Context: an optimization exercise on an open-source flow, tuned for small area. The choices shown serve that exercise and are no tape-out recipe. Where RTL was checked, it was by simulation tests only, not by an equivalence proof against the original. The flow treats the clock pin as an ideal source, which a real chip does not have. No activity file was given, so power comes from the tool's default toggle rates.

== the previous run ==
==> flow/design.v <==
`timescale 1ns / 1ps
`timescale 1ns / 1ps
`timescale 1ns / 1ps
`timescale 1ns / 1ps
module top (
    input  wire CLK100MHZ,
    input  wire CPU_RESETN,
    input  wire ACL_MISO,
    output wire ACL_MOSI,
    output wire ACL_SCLK,
    output wire ACL_CSN,
    output wire [14:0] LED,
    output wire [6:0] SEG,
    output wire DP,
    output wire [7:0] AN
);
    wire rst = ~CPU_RESETN;
    reg [4:0]  c;
    reg [1:0]  q;
    reg [2:0]  l;
    reg [7:0]  h;
    reg [2:0]  sel;
    reg [10:0] v;
    reg        rd;
    wire tick  = c[4] & c[3];                         
    wire fall  = c[3] & c[2] & ~c[1] & ~c[0];         
    wire q3    = tick & q[1] & q[0];
    wire l4    = q3 & l[2];                           
    wire hwrap = h[7] & h[6] & h[2] & h[1] & h[0];    
    wire vwrap = v[10] & v[9] & v[8] & v[7] & v[6] & v[4] & v[3] & v[2];  
    wire rdset = l4 & ((~v[0] & ~v[1] & ~v[2] & ~v[3] & ~v[4] & ~v[5] & ~v[6] & ~v[7] & ~v[8] & ~v[9] & ~v[10])) & sel[2] & sel[1] & ~sel[0];    
    wire wr    = ~rd & sel[2] & sel[1];
    wire en_q   = tick;
    wire en_l   = q3;
    wire en_hv  = l4;
    wire en_sel = l4 & hwrap;
    wire clr_c  = tick;
    wire clr_l  = q3 & l[2];
    wire clr_h  = l4 & hwrap;
    wire clr_v  = l4 & vwrap;
    wire [5:0]  cy_c   = {cy_c[4:0] & c, 1'b1};
    wire [2:0]  cy_q   = {cy_q[1:0] & q, en_q};
    wire [3:0]  cy_l   = {cy_l[2:0] & l, en_l};
    wire [8:0]  cy_h   = {cy_h[7:0] & h, en_hv};
    wire [3:0]  cy_sel = {cy_sel[2:0] & sel, en_sel};
    wire [11:0] cy_v   = {cy_v[10:0] & v, en_hv};
    localparam [10:0] V0 = 11'd861;
    always @(posedge CLK100MHZ) begin
        c   <= {5{~(rst | clr_c)}} & (c ^ cy_c[4:0]);
        q   <= {2{~rst}} & (q ^ cy_q[1:0]);
        l   <= {3{~(rst | clr_l)}} & (l ^ cy_l[2:0]);
        h   <= {8{~(rst | clr_h)}} & (h ^ cy_h[7:0]);
        sel <= {3{~rst}} & (sel ^ cy_sel[2:0]);
        v   <= ({11{rst}} & V0) | ({11{~(rst | clr_v)}} & (v ^ cy_v[10:0]));
        rd  <= ~rst & (rd | rdset);
    end
    wire rwin = rd & (v[10:4] == 7'd0);
    wire wwin = wr & (v[10:3] == 8'd6);
    wire r_cs    = (v[1] & ~v[2]) | (v[2] & ~v[3]) | (~l[2] & ~v[1] & v[3]) | (~v[2] & v[3]) | (l[0] & v[0] & ~v[1]) | (~v[0] & ~v[1] & v[2]) | (l[2] & v[0] & ~v[2]) | (l[1] & v[0] & ~v[3]) | (~q[1] & ~v[1] & v[2]) | (q[0] & q[1] & v[0] & ~v[3]);
    wire r_mosi  = (l[2] & v[0] & ~v[2] & ~v[3]) | (l[1] & v[0] & v[1] & ~v[2] & ~v[3]) | (~l[0] & l[1] & v[1] & ~v[2] & ~v[3]) | (l[0] & ~l[1] & ~v[0] & v[1] & ~v[2] & ~v[3]);    
    wire r_samp  = (q[0] & ~q[1] & ~l[2] & v[0] & v[1] & v[2] & ~v[3]) | (q[0] & ~q[1] & ~v[0] & v[1] & ~v[2] & v[3]) | (q[0] & ~q[1] & l[0] & v[0] & ~v[1] & v[2] & v[3]) | (q[0] & ~q[1] & l[2] & v[0] & ~v[1] & v[2] & v[3]) | (q[0] & ~q[1] & ~l[0] & l[1] & ~v[0] & ~v[1] & v[2] & ~v[3]) | (q[0] & ~q[1] & l[1] & v[0] & ~v[1] & v[2] & v[3]) | (q[0] & ~q[1] & l[2] & ~v[0] & v[1] & v[2] & ~v[3]);
    wire r_latch = (q[0] & q[1] & l[2] & v[0] & ~v[1] & v[2] & v[3]);
    wire w_cs    = (v[0] & ~v[2]) | (v[1] & ~v[2]) | (l[0] & ~v[0] & ~v[1]) | (l[1] & ~v[0] & ~v[1]) | (l[2] & ~v[2]) | (q[1] & ~l[2] & ~v[0] & ~v[1]) | (~q[1] & ~v[0] & ~v[1] & v[2]);
    wire w_mosi  = (~l[0] & ~l[1] & ~l[2] & v[1] & ~v[2]) | (l[0] & ~l[1] & v[0] & ~v[1] & ~v[2]) | (l[2] & ~v[0] & ~v[1] & ~v[2]) | (l[1] & ~v[0] & v[1] & ~v[2]) | (~l[0] & l[1] & ~v[0] & ~v[1] & v[2]);
    reg mosi;
    always @(posedge CLK100MHZ)
        if (rst | (tick & q[1] & ~q[0]))
            mosi <= ~rst & ((rwin & r_mosi) | (wwin & w_mosi));
    wire csl = (rwin & r_cs) | (wwin & w_cs);
    assign ACL_CSN  = ~csl;
    assign ACL_SCLK = csl & ~q[1];
    assign ACL_MOSI = mosi;
    reg [14:0] sr;
    always @(posedge CLK100MHZ)
        if (tick & rwin & r_samp) sr <= {sr[13:0], ACL_MISO};
    wire ld   = ~rst & fall & rwin & r_latch;
    wire hold = ~rst & ~(fall & rwin & r_latch);
    reg [14:0] led;
    always @(posedge CLK100MHZ)
        led <= ({15{ld}} & {sr[13:10], sr[14], sr[8:5], sr[9], sr[3:0], sr[4]}) |
               ({15{hold}} & led);
    assign LED = led;
    wire [3:0] nib = (sel[2:1] == 2'b00) ? led[3:0] :
                     (sel[2:1] == 2'b11) ? led[13:10] : led[8:5];
    wire sgn = (sel[2:1] == 2'b00) ? led[4] :
               (sel[2:1] == 2'b11) ? led[14] : led[9];
    wire tens  = (sel == 3'd1) | (sel == 3'd4) | (sel == 3'd7);
    wire blank = (sel == 3'd2) | (sel == 3'd5);
    wire ones  = (sel == 3'd0) | (sel == 3'd3) | (sel == 3'd6);
    wire ge10 = nib[3] & (nib[2] | nib[1]);
    wire [3:0] d = tens ? {3'b000, ge10} :
                   ge10 ? {1'b0, nib[2] & nib[1], ~nib[1], nib[0]} : nib;
    wire [6:0] seg;
    assign seg[0] = (~d[1] & ~d[2] & ~d[3]) | (d[0] & d[1] & d[2]);
    assign seg[1] = (d[0] & ~d[2] & ~d[3]) | (d[1] & ~d[2]) | (d[0] & d[1]);
    assign seg[2] = (d[0]) | (~d[1] & d[2]);
    assign seg[3] = (d[0] & ~d[1] & ~d[2] & ~d[3]) | (~d[0] & ~d[1] & d[2]) | (d[0] & d[1] & d[2]);
    assign seg[4] = (~d[0] & d[1] & ~d[2]);
    assign seg[5] = (d[0] & ~d[1] & d[2]) | (~d[0] & d[1] & d[2]);
    assign seg[6] = (d[0] & ~d[1] & ~d[2] & ~d[3]) | (~d[0] & ~d[1] & d[2]);
    assign SEG = blank ? 7'b111_1111 : seg;
    assign DP  = ~(ones & sgn);
    assign AN  = ~(8'd1 << sel);
endmodule
Settings: LEC_CHECK=0, ABC_AREA=1, CAP_MARGIN=20, CORE_MARGIN=2, CORE_UTILIZATION=40, SLEW_MARGIN=20; clock period 10.0 ns.
standard.sh (not shown) runs the stock make flow with config.mk's settings and CLKGATE_MAP_FILE= SYNTH_SCRIPT=/design/flow/synth_recipe.tcl, a recipe that flattens the netlist after the stock synthesis.
==> flow/flow/run.sh <==
#!/bin/bash
# Own layout flow: the standard flow (standard.sh, every ORFS step), with
# these changes:
#  - Synthesis maps the logic with an area-only ABC script (flow/abc.script),
#    without gate up-sizing or buffering (the placer's repair adds what timing
#    needs), and leaves adders to ABC instead of half/full-adder cells.
#  - Ports are buffered with buf_1 instead of a delay cell.
#  - CTS uses clkbuf_4 buffers and no dummy loads; afterwards the clock root
#    (the buffer the clock port drives) is made a clkbuf_16 (flow/post_cts.tcl).
# Each call's whole output goes to this folder's *.log files; each ORFS step
# also keeps its own log in orfs/logs/.
set -euo pipefail
W=$(pwd)
rm -rf "$W/own_scripts"
cp -r "$FLOW_HOME/scripts" "$W/own_scripts"
cp "$W/flow/abc.script" "$W/own_scripts/abc_area.script"
cp "$W/flow/abc.script" "$W/own_scripts/abc_speed.script"
bash standard.sh "SCRIPTS_DIR=$W/own_scripts" "ADDER_MAP_FILE=" synth > "$W/synth.log" 2>&1
bash standard.sh "SCRIPTS_DIR=$W/own_scripts" \
    "BUFFER_PORTS_ARGS=-buffer_cell sky130_fd_sc_hd__buf_1" \
    "CTS_ARGS=-sink_clustering_enable -repair_clock_nets -dont_use_dummy_load -buf_list sky130_fd_sc_hd__clkbuf_4 -root_buf sky130_fd_sc_hd__clkbuf_4" \
    "POST_CTS_TCL=$W/flow/post_cts.tcl" \
    finish > "$W/layout.log" 2>&1
==> flow/flow/abc.script <==
strash
dc2
dc2
dc2
strash
&get -n
&dch -f
&nf -R 1000 -p
&put
topo
==> flow/flow/post_cts.tcl <==
# After CTS: give the clock root (the buffer the clock port drives) a
# stronger cell, so the small leaf buffers see a sharp input edge.
foreach it [[[[ord::get_db_block] findBTerm CLK100MHZ] getNet] getITerms] {
  set inst [$it getInst]
  if {[string match *clkbuf* [[$inst getMaster] getName]]} {
    replace_cell [get_cells [$inst getName]] sky130_fd_sc_hd__clkbuf_16
  }
}
detailed_placement
check_placement -verbose
estimate_parasitics -placement
The previous run completed every stage of the flow, and the final layout passed the timing, DRC and antenna checks.
[inputs] the current run vs the previous run
--- a/flow/design.v
+++ b/flow/design.v
@@ -27,10 +27,10 @@
     wire q3    = tick & q[1] & q[0];
     wire l4    = q3 & l[2];                           
     wire hwrap = h[7] & h[6] & h[2] & h[1] & h[0];    
     wire vwrap = v[10] & v[9] & v[8] & v[7] & v[6] & v[4] & v[3] & v[2];  
-    wire rdset = l4 & ((~v[0] & ~v[1] & ~v[2] & ~v[3] & ~v[4] & ~v[5] & ~v[6] & ~v[7] & ~v[8] & ~v[9] & ~v[10])) & sel[2] & sel[1] & ~sel[0];    
-    wire wr    = ~rd & sel[2] & sel[1];
+    wire rdset = l4 & ((~v[0] & ~v[1] & ~v[2] & ~v[3] & ~v[4] & ~v[5] & ~v[6] & ~v[7] & ~v[8] & ~v[9] & ~v[10])) & ((~sel[0] & ~sel[1] & sel[2]));    
+    wire wr    = ~rd & ((~sel[1] & sel[2]));             
     wire en_q   = tick;
     wire en_l   = q3;
     wire en_hv  = l4;
     wire en_sel = l4 & hwrap;
@@ -41,17 +41,17 @@
     wire [5:0]  cy_c   = {cy_c[4:0] & c, 1'b1};
     wire [2:0]  cy_q   = {cy_q[1:0] & q, en_q};
     wire [3:0]  cy_l   = {cy_l[2:0] & l, en_l};
     wire [8:0]  cy_h   = {cy_h[7:0] & h, en_hv};
-    wire [3:0]  cy_sel = {cy_sel[2:0] & sel, en_sel};
+    wire [2:0]  tg_sel = {(sel[0]), (sel[0] & ~sel[2]), 1'b1};
     wire [11:0] cy_v   = {cy_v[10:0] & v, en_hv};
     localparam [10:0] V0 = 11'd861;
     always @(posedge CLK100MHZ) begin
         c   <= {5{~(rst | clr_c)}} & (c ^ cy_c[4:0]);
         q   <= {2{~rst}} & (q ^ cy_q[1:0]);
         l   <= {3{~(rst | clr_l)}} & (l ^ cy_l[2:0]);
         h   <= {8{~(rst | clr_h)}} & (h ^ cy_h[7:0]);
-        sel <= {3{~rst}} & (sel ^ cy_sel[2:0]);
+        sel <= {3{~rst}} & (sel ^ ({3{en_sel}} & tg_sel));
         v   <= ({11{rst}} & V0) | ({11{~(rst | clr_v)}} & (v ^ cy_v[10:0]));
         rd  <= ~rst & (rd | rdset);
     end
     wire rwin = rd & (v[10:4] == 7'd0);
@@ -79,15 +79,16 @@
     always @(posedge CLK100MHZ)
         led <= ({15{ld}} & {sr[13:10], sr[14], sr[8:5], sr[9], sr[3:0], sr[4]}) |
                ({15{hold}} & led);
     assign LED = led;
-    wire [3:0] nib = (sel[2:1] == 2'b00) ? led[3:0] :
-                     (sel[2:1] == 2'b11) ? led[13:10] : led[8:5];
-    wire sgn = (sel[2:1] == 2'b00) ? led[4] :
-               (sel[2:1] == 2'b11) ? led[14] : led[9];
-    wire tens  = (sel == 3'd1) | (sel == 3'd4) | (sel == 3'd7);
-    wire blank = (sel == 3'd2) | (sel == 3'd5);
-    wire ones  = (sel == 3'd0) | (sel == 3'd3) | (sel == 3'd6);
+    wire zs = (~sel[1] & ~sel[2]);     
+    wire ys = (sel[1]);     
+    wire xs = (~sel[1] & sel[2]);     
+    wire [3:0] nib = ({4{zs}} & led[3:0]) | ({4{ys}} & led[8:5]) | ({4{xs}} & led[13:10]);
+    wire sgn = (zs & led[4]) | (ys & led[9]) | (xs & led[14]);
+    wire tens  = (sel[0] & ~sel[1]) | (~sel[0] & sel[1] & ~sel[2]);
+    wire blank = (sel[0] & sel[1] & ~sel[2]) | (~sel[0] & sel[1] & sel[2]);
+    wire ones  = (~sel[0] & ~sel[1]) | (sel[0] & sel[1] & sel[2]);
     wire ge10 = nib[3] & (nib[2] | nib[1]);
     wire [3:0] d = tens ? {3'b000, ge10} :
                    ge10 ? {1'b0, nib[2] & nib[1], ~nib[1], nib[0]} : nib;
     wire [6:0] seg;
@@ -99,6 +100,6 @@
     assign seg[5] = (d[0] & ~d[1] & d[2]) | (~d[0] & d[1] & d[2]);
     assign seg[6] = (d[0] & ~d[1] & ~d[2] & ~d[3]) | (~d[0] & ~d[1] & d[2]);
     assign SEG = blank ? 7'b111_1111 : seg;
     assign DP  = ~(ones & sgn);
-    assign AN  = ~(8'd1 << sel);
+    assign AN  = ~{(sel[0] & ~sel[1] & sel[2]), (~sel[0] & ~sel[1] & sel[2]), (sel[0] & sel[1] & ~sel[2]), (~sel[0] & sel[1] & ~sel[2]), (sel[0] & sel[1] & sel[2]), (~sel[0] & sel[1] & sel[2]), (sel[0] & ~sel[1] & ~sel[2]), (~sel[0] & ~sel[1] & ~sel[2])};
 endmodule
Findings:
- | via count | lower: the current run |
- Per the comparison of the current run with the previous run, total power neither gained nor lost much; final period demand of the worst path now sits higher; global-route usage held steady; largest stage delay on the critical path picked up an extra 80 ps; number of cells produced by synthesis moved down.
- Going from the previous run to the current run, design area saw a decrease; number of nets in the final layout saw a decrease; setup slack saw a decrease.
- Looking at the reports, the current run completed the entire flow and the layout it produced met the timing, DRC and antenna checks.
- The die used by the current run is smaller than the one used by the previous run.
- STATUS first-pass GRT wire length: the current run wins against the previous run
No functional check of the RTL was part of the current run.

[afterwards: timing with drivers on the ports]
How much do the figures lean on ideal ports? The routed layouts below were timed once more, with nothing changed but the port constraints.
Step 1 assumes that a clkbuf_16 drives the clock port and a buf_2 every other input.
Step 2 times the ports against the registers' clock, not the clock port: input delays grow and output delays shrink by t, the midpoint of the rising clock arrivals with the driver on.
Slacks: ideal / step 1 / step 2; pairs: ideal / step 1.
run	t (ns)	setup WS [ns]	clock arrival spread, ns	pins driven straight from the clock port
the previous run	0.336	5.188 / 5.152 / 5.488	0.026 / 0.026	1
the current run	0.334	4.857 / 4.821 / 5.155	0.018 / 0.018	1
After both steps setup and hold are still met in every run listed.
